This is an optimization exercise on Yosys and OpenROAD, whose aim is small area, not a production implementation. In this exercise RTL edits were held to simulation tests only and were not proved equivalent to the original.

job 2608:
==> flow/design.v (excerpt) <==
module Paso_Banda (
  input  wire signed [20:0] u,
  input  wire clk, rst, EN,
  output wire signed [20:0] y1, y2, y3
);
For scale: ~5300 cells after synthesis, ~450 flip-flops, roughly 87 I/O pins, roughly 63000 um2 of cells after synthesis.
==> flow/config.mk <==
export PLATFORM = sky130hd
export DESIGN_NAME = Paso_Banda
export DESIGN_NICKNAME = Paso_Banda
export VERILOG_FILES = /design/flow/design.v
export SDC_FILE = /design/flow/constraint.sdc
export NUM_CORES = 4
export LEC_CHECK = 0
export CAP_MARGIN = 20
export CORE_MARGIN = 2
export CORE_UTILIZATION = 55
export CTS_BUF_LIST = sky130_fd_sc_hd__clkbuf_8
export CTS_CLUSTER_DIAMETER = 64
export CTS_CLUSTER_SIZE = 22
export SLEW_MARGIN = 20
export SYNTH_HIERARCHICAL = 1
==> flow/constraint.sdc <==
create_clock -name core_clock -period 25.0 [get_ports {clk}]
set_input_delay 5.0000 -clock core_clock [delete_from_list [all_inputs] [get_ports {clk}]]
set_output_delay 5.0000 -clock core_clock [all_outputs]
set_load 0.01 [all_outputs]
standard.sh (not shown) runs the stock make flow with config.mk's settings and CLKGATE_MAP_FILE= SYNTH_SCRIPT=/design/flow/synth_recipe.tcl, a recipe that flattens the netlist after the stock synthesis.
==> flow/flow/run.sh <==
#!/bin/bash
# The standard layout (standard.sh: ORFS synthesis through finish), with
# one change: the input and output port buffers that global placement adds
# use the smallest buffer cell (buf_1) instead of the default delay buffer.
# make's full output goes to standard.log; ORFS keeps each step's log under
# orfs/logs/.
set -euo pipefail
export BUFFER_PORTS_ARGS="-buffer_cell sky130_fd_sc_hd__buf_1"
bash standard.sh > standard.log 2>&1
### job 2608 -> job 3623
diff --git a/flow/config.mk b/flow/config.mk
--- a/flow/config.mk
+++ b/flow/config.mk
@@ -11 +11 @@
-export CTS_BUF_LIST = sky130_fd_sc_hd__clkbuf_8
+export CTS_BUF_LIST = sky130_fd_sc_hd__clkbuf_4 sky130_fd_sc_hd__clkbuf_8
==> comparison <==
- The core utilization was comparable across job 3623 and job 2608.
- Going from job 2608 to job 3623, detailed-routing iteration count for the pre-antenna-repair pass higher; data arrival time of the critical path lower; number of buffer and inverter stages on the critical path lower.
- Sort job 3623 and job 2608 by critical path depth asc -> top: job 3623
#### Input delta (job 110 over job 3623)
diff --git a/flow/config.mk b/flow/config.mk
--- a/flow/config.mk
+++ b/flow/config.mk
@@ -10,2 +10,2 @@
-export CORE_UTILIZATION = 55
-export CTS_BUF_LIST = sky130_fd_sc_hd__clkbuf_4 sky130_fd_sc_hd__clkbuf_8
+export CORE_UTILIZATION = 50
+export CTS_BUF_LIST = sky130_fd_sc_hd__clkbuf_8
@@ -13 +13 @@
-export CTS_CLUSTER_SIZE = 22
+export CTS_CLUSTER_SIZE = 26
==> comparison <==
Job 110 | status: complete | timing, DRC, antenna: pass
Job 110 vs. job 3623: number of rows created at floorplan went up 6, synthesis-to-finish area growth went up 0.66 points, clock tree cell share of total cell area went up 0.23 points, number of global-route vias before repair went up 2.1%.
[diff] first-iteration DRC count, job 110 relative to job 3623: regression
Total number of tap cells on job 110 is up relative to job 3623.
Critical path depth: job 3623 vs job 110 identical
For job 4126, these inputs were changed with respect to job 110:
==> flow/run.sh (new file) <==
#!/bin/bash
# synth_recipe.tcl (not shown) runs the flow's synth.tcl, then flattens the netlist and writes it again
# the make line also repeats each setting of config.mk as NAME=value (left out here)
make -C /OpenROAD-flow-scripts/flow DESIGN_CONFIG=/design/flow/config.mk WORK_HOME=/design/flow/orfs CLKGATE_MAP_FILE= SYNTH_SCRIPT=/design/flow/synth_recipe.tcl finish
diff --git a/flow/config.mk b/flow/config.mk
--- a/flow/config.mk
+++ b/flow/config.mk
@@ -10 +10 @@
-export CORE_UTILIZATION = 50
+export CORE_UTILIZATION = 40
@@ -13 +13 @@
-export CTS_CLUSTER_SIZE = 26
+export CTS_CLUSTER_SIZE = 22
removed: flow/flow/run.sh
removed: flow/standard.sh
## What came out
- In job 4126 relative to job 110, via count of the first global-routing pass had gone down slightly.
- The highest signal layer in the routed design comes out met4 in one run and met5 in the other, namely in job 110 and job 4126 respectively.
- Count of clock-buffer cells in the layout (job 4126 over job 110): decrease, about 4%
- | first-pass GRT wire length | lower: job 4126 |
- Per the comparison of job 4126 with job 110, maximum fanout count along the critical path moved down; number of buffers and inverters on the critical path grew by 1; final design utilization lower; total non-filler cell area in the finished layout increased about 1.3%.
- Changes observed in job 4126 relative to job 110: height of the die picked up an extra about 12%, fraction of the cycle the final worst path needs picked up an extra 0.22 points.

what the ideal ports hide:
The results above use ideal ports. As a check the final layouts listed here were re-extracted and re-timed, cells and wires unchanged. Step 1 assumes that a clkbuf_16 drives the clock port and a buf_2 every other input. Step 2, shift: input delay + t, output delay - t, t = (earliest + latest rising clock arrival at the registers) / 2. This alone moves slack from input paths to output paths. Three values: no drivers, after step 1, after step 2; two values: the first two.
run	t, ns	setup WS [ns]	worst hold slack (ns)	worst setup path after step 2	slew at the worst register clock pin (ns)
job 2608	0.782	1.005 / 0.936 / 1.005	0.519 / 0.519 / 0.519	register to register	0.11 / 0.11
job 3623	0.783	1.006 / 0.936 / 1.020	0.519 / 0.519 / 0.519	register to register	0.11 / 0.11
job 110	0.830	0.911 / 0.841 / 0.931	0.504 / 0.504 / 0.504	register to register	0.11 / 0.11
job 4126	0.844	0.857 / 0.807 / 0.857	0.527 / 0.527 / 0.527	register to register	0.11 / 0.11
After both steps setup and hold are still met in every run listed.
